What follows belongs to an exercise in optimizing a design on an open flow for small area; a production flow would make more cautious choices.
Function was checked by simulation only, so behaviour that the tests miss may differ from the original.
Power figures rest on the tool's default switching activity, not on a simulated workload.

`flow/run.sh`:
```
#!/bin/bash
# synth_recipe.tcl (not shown) runs the flow's synth.tcl, then flattens the netlist and writes it again
# the make line also repeats each setting of config.mk as NAME=value (left out here)
make -C /OpenROAD-flow-scripts/flow DESIGN_CONFIG=/design/flow/config.mk WORK_HOME=/design/flow/orfs CLKGATE_MAP_FILE= SYNTH_SCRIPT=/design/flow/synth_recipe.tcl finish
```
`flow/config.mk`:
```
export PLATFORM = sky130hd
export DESIGN_NAME = TopModule
export DESIGN_NICKNAME = TopModule
export VERILOG_FILES = /design/flow/design.v
export SDC_FILE = /design/flow/constraint.sdc
export NUM_CORES = 4
export LEC_CHECK = 0
export CAP_MARGIN = 20
export CORE_MARGIN = 2
export CORE_UTILIZATION = 60
export CTS_BUF_LIST = sky130_fd_sc_hd__clkbuf_8
export CTS_CLUSTER_DIAMETER = 300
export CTS_CLUSTER_SIZE = 80
export SLEW_MARGIN = 20
```
`flow/constraint.sdc`:
```
create_clock -name core_clock -period 8.0 [get_ports {clk}]
set_input_delay 1.6000 -clock core_clock [delete_from_list [all_inputs] [get_ports {clk}]]
set_output_delay 1.6000 -clock core_clock [all_outputs]
set_load 0.01 [all_outputs]
```
`flow/design.v`:
```
`timescale 1ns / 1ps
module TopModule(clk, rst, LED, BTN3,BTN2,BTN1, SW, a,b,c,d,e,f,g, an0,an1,an2,an3);
	input clk, rst;
	input BTN3, BTN2, BTN1;
	input [3:0] SW;
	output a,b,c,d,e,f,g,an0,an1,an2,an3;
	output [7:0] LED;
	reg [4:0] ph;
	reg [2:0] m5;      
	reg       blank;
	wire [4:0] ph_n = ph + 5'd1;                  
	wire       blank_j = blank & ~ph_n[3];         
	wire       step = ph[0] & m5[2] & ~m5[1] & ~rst;
	always @(posedge clk) begin
		if (rst) begin
			ph <= 5'd31;
			m5 <= 3'b000;
			blank <= 1'b1;
		end else begin
			ph <= ph_n;
			m5 <= {m5[1], m5[0], ~(m5[2] | m5[1])};
			blank <= blank_j;
		end
	end
	reg [1:0] n12, t12, u12, p12;
	always @(posedge clk)
		if (step) begin
			n12 <= {BTN2, BTN1};
			t12 <= n12;
			u12 <= t12;
			p12 <= t12 & ~u12;
		end
	reg n3, t3, p3;
	reg u3;
	always @(posedge clk or posedge rst)
		if (rst) begin
			n3 <= 1'b0;
			t3 <= 1'b0;
			p3 <= 1'b0;
		end else if (step) begin
			n3 <= BTN3;
			t3 <= n3;
			p3 <= t3 & ~u3;
		end
	always @(posedge clk)
		if (step) u3 <= t3;
	wire B1 = p12[0], B2 = p12[1], B3 = p3;
	localparam IDLE=4'd0, PE3=4'd1, PE2=4'd2, PE1=4'd3, LOCK=4'd4, MENU=4'd5, MONEY=4'd6,
	           WARN=4'd7, PC3=4'd8, PC2=4'd9, PC1=4'd10, PNEW=4'd11;
	reg [3:0] st;
	reg [3:0] pw;
	reg [15:0] R;         
	reg        dsg;       
	reg [3:0]  dm;
	reg [6:0]  cnt;
	reg [3:0]  ds;        
	wire eq = (SW == pw);
	wire [15:0] dadd = step ? {{12{dsg}}, dm ^ {4{dsg}}} : 16'd0;
	wire [15:0] bal = R + dadd + {15'd0, step & dsg};    
	wire gt = ~(|bal[15:4]) & (SW > bal[3:0]);
	wire counting = (st == LOCK) | (st == WARN);
	wire done = (st == LOCK) ? (cnt == 7'd99) : (cnt == 7'd49);
	reg [3:0] nx;
	always @(*) begin
		nx = st;
		case (st)
			IDLE: if (B3) nx = PE3;
			PE3:  if (B1) nx = IDLE; else if (B3) nx = eq ? MENU : PE2;
			PE2:  if (B1) nx = IDLE; else if (B3) nx = eq ? MENU : PE1;
			PE1:  if (B1) nx = IDLE; else if (B3) nx = eq ? MENU : LOCK;
			LOCK: if (done) nx = IDLE;
			MENU: if (B1) nx = IDLE; else if (B2) nx = PC3; else if (B3) nx = MONEY;
			MONEY: if (B1) nx = MENU; else if (B2 & gt) nx = WARN;
			WARN: if (done) nx = MONEY;
			PC3:  if (B1) nx = MENU; else if (B3) nx = eq ? PNEW : PC2;
			PC2:  if (B1) nx = MENU; else if (B3) nx = eq ? PNEW : PC1;
			PC1:  if (B1) nx = MENU; else if (B3) nx = eq ? PNEW : LOCK;
			PNEW: if (B3) nx = MENU;
			default: nx = IDLE;
		endcase
	end
	wire money = (st == MONEY);
	wire sub = B2 & ~gt;
	wire add = ~sub & B3;
	always @(posedge clk or posedge rst)
		if (rst) begin
			st <= IDLE;
			pw <= 4'd0;
			R <= 16'd0;
			dsg <= 1'b0;
			dm <= 4'd0;
		end else begin
			R <= bal;
			if (step) begin
				st <= nx;
				if ((st == PNEW) & B3) pw <= SW;
				dsg <= money & sub;
				dm <= (money & (sub | add)) ? SW : 4'd0;
			end
		end
	always @(posedge clk)
		cnt <= counting ? cnt + {6'd0, step} : 7'd0;
	always @(posedge clk)
		if (step) ds <= st;
	reg [7:0] led_r;
	always @(*) begin
		case (ds)
			IDLE:  led_r = 8'b00000001;
			PE3:   led_r = 8'b10000000;
			PE2:   led_r = 8'b11000000;
			PE1:   led_r = 8'b11100000;
			LOCK:  led_r = 8'b11111111;
			MENU:  led_r = 8'b00010000;
			MONEY: led_r = 8'b00001000;
			WARN:  led_r = 8'b11111111;
			PC3:   led_r = 8'b00000100;
			PC2:   led_r = 8'b00000110;
			PC1:   led_r = 8'b00000111;
			PNEW:  led_r = 8'b00000010;
			default: led_r = 8'bxxxxxxxx;
		endcase
	end
	assign LED = led_r;
	wire [1:0] idx = ph_n[4:3];
	wire [3:0] nib = (idx == 2'd1) ? R[3:0] : (idx == 2'd2) ? R[7:4] : (idx == 2'd3) ? R[11:8] : R[15:12];
	reg [6:0] hex;
	always @(*) begin
		case (nib)
			4'h0: hex = 7'b0000001;
			4'h1: hex = 7'b1001111;
			4'h2: hex = 7'b0010010;
			4'h3: hex = 7'b0000110;
			4'h4: hex = 7'b1001100;
			4'h5: hex = 7'b0100100;
			4'h6: hex = 7'b0100000;
			4'h7: hex = 7'b0001111;
			4'h8: hex = 7'b0000000;
			4'h9: hex = 7'b0000100;
			4'hA: hex = 7'b0001000;
			4'hB: hex = 7'b1100000;
			4'hC: hex = 7'b0110001;
			4'hD: hex = 7'b1000010;
			4'hE: hex = 7'b0110000;
			default: hex = 7'b0111000;
		endcase
	end
	reg [6:0] pat;
	always @(*) begin
		pat = 7'bxxxxxxx;
		case (ds)
			IDLE:  case (idx) 2'd0: pat = 7'b0110001; 2'd3: pat = 7'b0001000; 2'd2: pat = 7'b1111010; default: pat = 7'b1000010; endcase
			PE3:   case (idx) 2'd0: pat = 7'b0011000; 2'd3: pat = 7'b0110000; 2'd2: pat = 7'b1111110; default: pat = 7'b0000110; endcase
			PE2:   case (idx) 2'd0: pat = 7'b0011000; 2'd3: pat = 7'b0110000; 2'd2: pat = 7'b1111110; default: pat = 7'b0010010; endcase
			PE1:   case (idx) 2'd0: pat = 7'b0011000; 2'd3: pat = 7'b0110000; 2'd2: pat = 7'b1111110; default: pat = 7'b1001111; endcase
			LOCK:  case (idx) 2'd0: pat = 7'b0111000; 2'd3: pat = 7'b0001000; 2'd2: pat = 7'b1001111; default: pat = 7'b1110001; endcase
			MENU:  case (idx) 2'd0: pat = 7'b0000001; 2'd3: pat = 7'b0011000; 2'd2: pat = 7'b0110000; default: pat = 7'b1101010; endcase
			MONEY: pat = hex;
			WARN:  case (idx) 2'd0: pat = 7'b1111110; 2'd3: pat = 7'b1101010; 2'd2: pat = 7'b0001000; default: pat = 7'b1111110; endcase
			PC3:   case (idx) 2'd0: pat = 7'b0011000; 2'd3: pat = 7'b0110001; 2'd2: pat = 7'b1111110; default: pat = 7'b0000110; endcase
			PC2:   case (idx) 2'd0: pat = 7'b0011000; 2'd3: pat = 7'b0110001; 2'd2: pat = 7'b1111110; default: pat = 7'b0010010; endcase
			PC1:   case (idx) 2'd0: pat = 7'b0011000; 2'd3: pat = 7'b0110001; 2'd2: pat = 7'b1111110; default: pat = 7'b1001111; endcase
			PNEW:  case (idx) 2'd0: pat = 7'b0011000; 2'd3: pat = 7'b0001000; 2'd2: pat = 7'b0100100; default: pat = 7'b0100100; endcase
			default: pat = 7'bxxxxxxx;
		endcase
	end
	reg [6:0] seg;
	always @(posedge clk)
		if (rst | blank_j) seg <= 7'b1111111;
		else seg <= pat;
	assign {a,b,c,d,e,f,g} = seg;
	assign an3 = blank | (ph[4:3] != 2'd1);
	assign an0 = blank | (ph[4:3] != 2'd2);
	assign an1 = blank | (ph[4:3] != 2'd3);
	assign an2 = blank | (ph[4:3] != 2'd0);
endmodule
```
==> impl_metrics.json, run 1 <==
{
  "fmax_ghz": 0.1611,
  "async_reset_ff_share_pct": 42.11,
  "antenna_found_initial": 0,
  "grt_pass1_wl_um": 18320,
  "final_cell_area_sq_mm": 0.005333,
  "finClkSkew_ns": 0.004781,
  "reg2reg_depth": 17,
  "peakVddDrop_uv": 85.60,
  "clock-sinks": 76,
  "relSlewSlack_pct": 51.80,
  "drtIter0Drc": 226,
  "cts_buffer_depth": 2,
  "htree_num_levels": 3,
  "wl_um": 10860,
  "hpwl_um": 7633,
  "dieArea_sq_mm": 0.008783,
  "post_drt_wl_per_cell_um": 16.33,
  "hold_path.class": "flip-flop to flip-flop",
  "netlist_instances": 545,
  "clockRootBuffer": "clkbuf_8",
  "hp-start": "n12[1]",
  "holdWs_ns": 0.4377,
  "synth_ff_type": "dfrtp_1",
  "maxCapViolations": 0,
  "start_util_pct": 62.18,
  "yosysTopAreaCell": "dfrtp_1",
  "hold_viol": 0,
  "num_rows": 32,
  "die_h_um": 93.72,
  "syn_area_per_cell_sq_um": 8.862,
  "portBuffers": 27,
  "drc": 0,
  "clock_latency_ns": 0.36,
  "final_layout_size_suffix_gt1_share_pct": 6.394,
  "post_cts_buffers": 0,
  "instances_no_fill": 665,
  "p_total_mw": 1.018,
  "core_sq_mm": 0.007767,
  "path_clk_slew_ns": 0.09,
  "fin_nets": 603,
  "viasPerCell": 6.089,
  "cts_resized": 0,
  "dpl_cell_area_sq_mm": 0.005134,
  "critPathMaxFanout": 32,
  "n_antenna_cell": 0,
  "finalCriticalPeriod_ns": 6.207,
  "rr_endpoint": "dm[0]",
  "dr_total_vias": 4049,
  "powerDensity_mw_per_mm2": 191.0,
  "gp_congestion": 0.9732,
  "syn_nets": 590,
  "grt_pass1_vias": 3828,
  "syn_to_final_growth_pct": 10.41,
  "finalWorstSetupSlack_ns": 1.793,
  "grt_max_degree": 37,
  "cts_tree": "built",
  "end_kind": "flip-flop",
  "crit_required_ns": 8.25,
  "synth_top_area_share_pct": 16.58,
  "first_pass_iters": 4,
  "min_to": "t12[1]",
  "utilization_pct": 68.65,
  "ios": 28,
  "die_w_um": 93.72,
  "pre_cts_slack_ns": 1.423,
  "setup_tns_ns": 0,
  "tightest_slew_ns": 0.7230,
  "min_path_cells": 0,
  "syn_area_sq_mm": 0.004830,
  "slew_violations": 0,
  "grt_overflow_total": 0,
  "rsz0062_at_grt": "false",
  "leakagePower_nw": 2.331,
  "cp-start-kind": "input pin",
  "synth_edf_count": 13,
  "fin_crit_sh_pct": 77.59,
  "synthDistinctLibCells": 66,
  "seq_area_frac_synth_pct": 37.51,
  "postRouteAntennaNets": 0,
  "placed_cells": 649,
  "status": "finished clean",
  "cts_hold_buf": 0,
  "ys_warn_count": 1,
  "path_class": "input pin to flip-flop",
  "cts_made_buffers": 9,
  "ys_seq_elements": 76,
  "rr_startpoint": "ph[0]",
  "cp.arrival_ns": 6.46,
  "setup-violations-final": 0,
  "grt.total_usage_pct": 26.22,
  "ff2ff_setup_slack_ns": 3.28,
  "synth_area_leaders": "dfrtp_1 17%, dfxtp_1 13%, ha_1 8.8%, edfxtp_1 8.1%, nor2_1 4.0%"
}
registers in the layout (all words and copies together), names as in the netlist:
signal  cells
R          16
LED         8
cnt         7
seg         7
ph          5
dm          4
ds          4
pw          4
st          4
m5          3
n12         2
p12         2
t12         2
u12         2
blank       1
dsg         1
n3          1
p3          1
t3          1
u3          1
worst max-delay path, stage by stage:
cell,delay (ns)
clkdlybuf4s50_1,0.52
nand4bb_4,0.53
inv_2,0.13
buf_4,0.35
nand2_1,0.15
fa_1,0.44
inv_1,0.08
fa_1,0.42
inv_1,0.08
ha_1,0.14
nor2b_1,0.16
o21a_1,0.13
o21a_1,0.11
o211ai_1,0.09
or4_1,0.46
or4_1,0.43
o311a_1,0.42
a21o_1,0.20
layout by cell type, fill, tap and decap left out, drive strengths merged, types with 4 or more instances in the layout:
cell           instances
a21o                   8
a21oi                 26
a22oi                  7
a31oi                 11
a32o                   4
and2                   4
and3                   4
clkbuf                 9
clkdlybuf4s50         27
dfrtp                 32
dfxtp                 31
edfxtp                13
ha                    34
inv                   38
mux2                   8
mux2i                 11
nand2                 49
nand3                 15
nand4                  4
nor2                  52
nor2b                 12
nor3                  14
nor4                   6
o211ai                 6
o21a                   7
o21ai                 37
or4                    5
xnor2                 18
xor2                  12
cells in the mapped netlist (all sizes together), types with 12 or more instances:
library cell   n
o21ai         37
xor2          12
nor2          52
nor2b         12
edfxtp        13
inv           36
nand3         15
dfxtp         31
a21oi         26
clkbuf        20
dfrtp         32
ha            34
nor3          14
xnor2         18
nand2         49
worst max-delay path by stage:
stage | from | to | slack, ns | cells after the start
floorplan | rst | dm[0] | 2.21 | 17
global placement | rst | dm[0] | 1.68 | 18
detailed placement | rst | dm[2] | 1.42 | 18
CTS | rst | dm[2] | 1.78 | 18
global route | rst | st[0] | 1.53 | 18
finish | rst | dm[0] | 1.79 | 18
per-layer routing:
layer  global-route usage [%]  vias up  share of wire [%]
met4                    9.541        0                2.4
met2                    42.32      158                 47
met5                        0        -                  0
met1                    36.10     1892                 45
li1                         -     1969                  -
met3                    3.692       30                5.9
cell type report:
| type | count | area (sq um) |
|---|---|---|
| multi-input combinational | 405 | 2768 |
| fill | 650 | 2435 |
| sequential | 76 | 1812 |
| timing repair buffer | 29 | 285.3 |
| inverter | 37 | 141.4 |
| tap | 102 | 127.6 |
| clock buffer | 9 | 123.9 |
| clock inverter | 7 | 75.07 |
report_power, final:
group | internal, mW | switching [mW]
Sequential | 0.419 | 0.0190
Clock | 0.146 | 0.159
Combinational | 0.117 | 0.160
Total | 0.681 | 0.337
logic make-up after synthesis:
group / after synthesis / share of synthesized area [%]
simple gates: 184 / 19.12
fa+ha+maj: 36 / 9.637
compound gates: 134 / 18.03
xor+xnor: 31 / 5.907
flops: 76 / 37.51
mux: 20 / 4.612
buf+inv: 64 / 5.181
==> run 2: changes to the inputs <==
--- a/flow/design.v
+++ b/flow/design.v
@@ -34,3 +34,3 @@
 	reg u3;
-	always @(posedge clk or posedge rst)
+	always @(posedge clk)
 		if (rst) begin
@@ -49,3 +49,3 @@
 	           WARN=4'd7, PC3=4'd8, PC2=4'd9, PC1=4'd10, PNEW=4'd11;
-	reg [3:0] st;
+	reg [7:0] X;
 	reg [3:0] pw;
@@ -54,4 +54,6 @@
 	reg [3:0]  dm;
-	reg [6:0]  cnt;
 	reg [3:0]  ds;        
+	wire [3:0] st = X[3:0];
+	wire counting = X[7];
+	wire lockmode = (ds == PE1) | (ds == PC1) | (ds == LOCK);
 	wire eq = (SW == pw);
@@ -60,31 +62,41 @@
 	wire gt = ~(|bal[15:4]) & (SW > bal[3:0]);
-	wire counting = (st == LOCK) | (st == WARN);
-	wire done = (st == LOCK) ? (cnt == 7'd99) : (cnt == 7'd49);
-	reg [3:0] nx;
+	localparam [7:0] CLOCK = 8'b1000_1111, CWARN = 8'b1011_0110;
+	reg [3:0] ns;
+	reg enl, enw;
 	always @(*) begin
-		nx = st;
+		ns = st;
+		enl = 1'b0;
+		enw = 1'b0;
 		case (st)
-			IDLE: if (B3) nx = PE3;
-			PE3:  if (B1) nx = IDLE; else if (B3) nx = eq ? MENU : PE2;
-			PE2:  if (B1) nx = IDLE; else if (B3) nx = eq ? MENU : PE1;
-			PE1:  if (B1) nx = IDLE; else if (B3) nx = eq ? MENU : LOCK;
-			LOCK: if (done) nx = IDLE;
-			MENU: if (B1) nx = IDLE; else if (B2) nx = PC3; else if (B3) nx = MONEY;
-			MONEY: if (B1) nx = MENU; else if (B2 & gt) nx = WARN;
-			WARN: if (done) nx = MONEY;
-			PC3:  if (B1) nx = MENU; else if (B3) nx = eq ? PNEW : PC2;
-			PC2:  if (B1) nx = MENU; else if (B3) nx = eq ? PNEW : PC1;
-			PC1:  if (B1) nx = MENU; else if (B3) nx = eq ? PNEW : LOCK;
-			PNEW: if (B3) nx = MENU;
-			default: nx = IDLE;
+			IDLE: if (B3) ns = PE3;
+			PE3:  if (B1) ns = IDLE; else if (B3) ns = eq ? MENU : PE2;
+			PE2:  if (B1) ns = IDLE; else if (B3) ns = eq ? MENU : PE1;
+			PE1:  if (B1) ns = IDLE; else if (B3) begin if (eq) ns = MENU; else enl = 1'b1; end
+			MENU: if (B1) ns = IDLE; else if (B2) ns = PC3; else if (B3) ns = MONEY;
+			MONEY: if (B1) ns = MENU; else if (B2 & gt) enw = 1'b1;
+			PC3:  if (B1) ns = MENU; else if (B3) ns = eq ? PNEW : PC2;
+			PC2:  if (B1) ns = MENU; else if (B3) ns = eq ? PNEW : PC1;
+			PC1:  if (B1) ns = MENU; else if (B3) begin if (eq) ns = PNEW; else enl = 1'b1; end
+			PNEW: if (B3) ns = MENU;
+			default: ns = IDLE;
 		endcase
 	end
-	wire money = (st == MONEY);
+	wire [6:0] lf = {X[5:0], X[6] ^ X[5]};
+	reg [7:0] nx;
+	always @(*) begin
+		if (counting) nx = (&X[6:0]) ? {1'b0, lf[6:4], lockmode ? IDLE : MONEY} : {1'b1, lf};
+		else if (enl) nx = CLOCK;
+		else if (enw) nx = CWARN;
+		else nx = {1'b0, lf[6:4], ns};
+	end
+	wire money = ~counting & (st == MONEY);
 	wire sub = B2 & ~gt;
 	wire add = ~sub & B3;
-	always @(posedge clk or posedge rst)
+	always @(posedge clk)
+		if (rst) R <= 16'd0;
+		else R <= bal;
+	always @(posedge clk)
 		if (rst) begin
-			st <= IDLE;
+			X <= {4'd0, IDLE};
 			pw <= 4'd0;
-			R <= 16'd0;
 			dsg <= 1'b0;
@@ -92,6 +104,5 @@
 		end else begin
-			R <= bal;
 			if (step) begin
-				st <= nx;
-				if ((st == PNEW) & B3) pw <= SW;
+				X <= nx;
+				if (~counting & (st == PNEW) & B3) pw <= SW;
 				dsg <= money & sub;
@@ -101,5 +112,3 @@
 	always @(posedge clk)
-		cnt <= counting ? cnt + {6'd0, step} : 7'd0;
-	always @(posedge clk)
-		if (step) ds <= st;
+		if (step) ds <= counting ? (lockmode ? LOCK : WARN) : st;
 	reg [7:0] led_r;
@@ -119,3 +128,3 @@
 			PNEW:  led_r = 8'b00000010;
-			default: led_r = 8'bxxxxxxxx;
+			default: led_r = 8'b00000001;
 		endcase
@@ -148,3 +157,3 @@
 	always @(*) begin
-		pat = 7'bxxxxxxx;
+		pat = 7'b1111111;
 		case (ds)
@@ -162,3 +171,3 @@
 			PNEW:  case (idx) 2'd0: pat = 7'b0011000; 2'd3: pat = 7'b0001000; 2'd2: pat = 7'b0100100; default: pat = 7'b0100100; endcase
-			default: pat = 7'bxxxxxxx;
+			default: pat = 7'b1111111;
 		endcase
==> run 2 against run 1 <==
Effect of this change: flip-flop and latch count shrank 11; routed wire length rose by 1.9%; final area down 5.0%; sequential share of layout area decreased by 5.7 points; non-clock buffer count fell by 1; first-iteration DRC count up 56%; die area fell by 4.7%; combinational power decreased by 44%; clock skew increased by 0.0031 ns; register-to-register slack improved by 0.34 ns; critical path type unchanged; largest cell class unchanged.
==> impl_metrics.json, run 2 <==
{
  "status": "finished clean",
  "cts_resized": 0,
  "yosys.area_share.simple_pct": 23.47,
  "cts_hold_buf": 0,
  "grt_overflow_total": 0,
  "grt_pass1_wl_um": 18600,
  "portBuffers": 27,
  "p_clk_share_pct": 33.1,
  "hold_path.class": "flip-flop to flip-flop",
  "critPathMaxFanout": 28,
  "hold_viol": 0,
  "grt_max_degree": 31,
  "crit_required_ns": 8.23,
  "seq_area_frac_synth_pct": 31.18,
  "relSlewSlack_pct": 35.07,
  "dieArea_sq_mm": 0.008367,
  "clockRootBuffer": "clkbuf_8",
  "power_frac_seq_pct": 46.5,
  "ios": 28,
  "netlist_instances": 550,
  "fin_nets": 613,
  "top_register": "R",
  "ys_warn_count": 1,
  "postRouteAntennaNets": 0,
  "leakagePower_nw": 2.074,
  "post_cts_buffers": 0,
  "syn_area_per_cell_sq_um": 8.347,
  "synth_top_area_share_pct": 22.68,
  "hpwl_um": 8148,
  "rr_startpoint": "m5[1]",
  "synth_compound_area_share_pct": 22.68,
  "cts_made_buffers": 9,
  "n_antenna_cell": 0,
  "path_class": "input pin to flip-flop",
  "placed_cells": 653,
  "synthXorXnorAreaFrac_pct": 4.197,
  "peakVddDrop_uv": 106.9,
  "syn_to_final_growth_pct": 10.41,
  "p_total_mw": 0.7589,
  "gp_congestion": 0.9208,
  "final_cell_mix": "54 x nor2_1, 52 x dfxtp_1, 46 x nand2_1",
  "finalWorstSetupSlack_ns": 2.040,
  "cts_buffer_depth": 2,
  "rr_endpoint": "X[0]",
  "ys_seq_elements": 65,
  "num_rows": 31,
  "setup-violations-final": 0,
  "pre_cts_slack_ns": 1.709,
  "synthDistinctLibCells": 69,
  "cp.arrival_ns": 6.19,
  "yosysTopAreaCell": "dfxtp_1",
  "p_switching_mw": 0.2298,
  "die_w_um": 91.47,
  "cts_tree": "built",
  "instances_no_fill": 668,
  "cp-start-kind": "input pin",
  "cp-endpoint": "X[0]",
  "die_h_um": 91.47,
  "core_sq_mm": 0.007331,
  "tightest_slew_ns": 0.9650,
  "maxCapViolations": 0,
  "grt.total_usage_pct": 27.60,
  "wl_um": 11060,
  "async_reset_ff_share_pct": 0,
  "ff2ff_setup_slack_ns": 3.62,
  "drtIter0Drc": 352,
  "fmax_ghz": 0.1678,
  "synth_top_family_by_area": "simple AND/OR/NAND/NOR gates",
  "finClkSkew_ns": 0.007913,
  "grt_pass1_vias": 3832,
  "dr_total_vias": 4159,
  "viasPerCell": 6.226,
  "slew_violations": 0,
  "antenna_found_initial": 0,
  "synth_mux_area_share_pct": 3.325,
  "synth_area_leaders": "dfxtp_1 23%, ha_1 10%, edfxtp_1 8.5%, a21oi_1 4.5%, nor2_1 4.4%",
  "htree_num_levels": 3,
  "drc": 0,
  "cp-startpoint": "rst",
  "path_clk_slew_ns": 0.07,
  "mostFrequentLayoutCell": "nor2_1",
  "post_drt_wl_per_cell_um": 16.56,
  "clock_latency_ns": 0.34,
  "synth_edf_count": 13,
  "rsz0062_at_grt": "false",
  "combPwrFrac_pct": 20.4,
  "synth_fa_ha_area_share_pct": 10.96,
  "synth_ff_type": "dfxtp_1",
  "syn_area_sq_mm": 0.004591,
  "final_layout_size_suffix_gt1_share_pct": 7.557,
  "fin_crit_sh_pct": 74.50,
  "finalCriticalPeriod_ns": 5.960,
  "yosys-top-cells-count": "54 x nor2_1, 52 x dfxtp_1, 46 x nand2_1",
  "powerDensity_mw_per_mm2": 149.7,
  "setup_tns_ns": 0,
  "start_util_pct": 62.62,
  "clock-sinks": 65,
  "reg2reg_depth": 18,
  "largest_reg_flops": 16,
  "end_kind": "flip-flop",
  "yosysMostFrequentCell": "nor2_1",
  "syn_nets": 598,
  "p_sw_share_pct": 30.27,
  "p_int_mw": 0.5292,
  "first_pass_iters": 5
}
==> run 2: per-stage QoR <==
| step | hold WS [ns] | util, % | instance area (sq um) |
|---|---|---|---|
| after detailed placement | 0.4160 | 66.80 | 4897 |
| after global routing | 0.4481 | 69.14 | 5069 |
| after CTS | 0.4307 | 69.14 | 5069 |
| final | 0.4298 | 69.14 | 5069 |
| after global placement | 0.4069 | 66.80 | 4897 |
| after floorplan | 0.3884 | - | 4591 |
==> run 2: how the worst min path moves through the flow <==
stage	start	endpoint	cells after the start
after floorplan	ph[0]	ph[0]	1
after global placement	n12[0]	t12[0]	0
after detailed placement	ph[0]	ph[0]	1
after CTS	m5[2]	m5[0]	1
after global routing	ph[0]	ph[0]	1
final	ph[0]	ph[0]	1
==> run 2: final cells by class <==
cell class,count,area [sq um]
repair buffers,28,277.8
flip-flops and latches,65,1431
well taps,99,123.9
fillers,615,2262
multi-input cells,435,2967
clock buffers,11,151.4
inverters,26,97.59
clock inverters,4,20.02
==> run 2: power groups by stage <==
stage / combinational [mW] / clock, mW / sequential [mW]
2_1_floorplan: 0.107 / 0 / 0.358
3_3_place_gp: 0.150 / 0 / 0.360
3_5_place_dp: 0.152 / 0 / 0.360
4_1_cts: 0.153 / 0.251 / 0.353
5_1_grt: 0.172 / 0.267 / 0.355
6_report: 0.155 / 0.251 / 0.353
==> run 2: critical path, stage by stage <==
cell	delay, ns
clkdlybuf4s50_1	0.40
buf_4	0.23
nor2_1	0.11
nand3_1	0.36
inv_2	0.47
nand2_1	0.20
fa_1	0.46
or2b_1	0.28
nand2b_1	0.08
a21oi_1	0.07
xor2_1	0.17
ha_1	0.33
nand2_1	0.05
o21ai_0	0.17
o211a_1	0.19
nand4_1	0.17
nor2_4	0.19
nand4_4	0.16
a221o_1	0.37
o211a_1	0.12
==> run 2: cells by family (layout without fill, tap and decap cells) <==
family,Yosys count,in the layout
xor gates and xnor gates,22,22
muxes,14,14
and+or+nand+nor,208,208
buffers and inverters,50,69
adders and majority gates,39,39
DFF,65,65
AOI/OAI and AO/OA,152,152
==> run 2: metal layers <==
metal  global-route usage, %  vias to the layer above  wire length, um
met5                       0                        -                0
met4                   12.50                        0              321
met3                   4.813                       24              771
met2                   43.38                      175             5083
met1                   36.98                     1932             4886
li1                        -                     2028                -

[port drivers added, routing unchanged]
No port has a modelled driver above. Below, the same layouts with a new extraction and two added sets of constraints.
Step 1 (the two cells are an assumption about what drives the block):
set clk [get_ports {clk}]
set_driving_cell -lib_cell sky130_fd_sc_hd__clkbuf_16 $clk
set_driving_cell -lib_cell sky130_fd_sc_hd__buf_2 [delete_from_list [all_inputs] $clk]
Step 2 times the ports against the registers' clock, not the clock port: input delays grow and output delays shrink by t, the midpoint of the rising clock arrivals with the driver on.
a / b / c = ideal ports / drivers / drivers and shift; a / b = the first two.
| run | shift t [ns] | setup slack, ns | worst setup path after step 2 |
|---|---|---|---|
| run 1 | 0.385 | 1.793 / 1.798 / 1.413 | input to register |
| run 2 | 0.368 | 2.040 / 2.047 / 1.678 | input to register |
After both steps setup and hold are still met in every run listed. The setup slack of run 1, which loses most, moves by +0.005 ns with the drivers and by -0.380 ns with both steps.
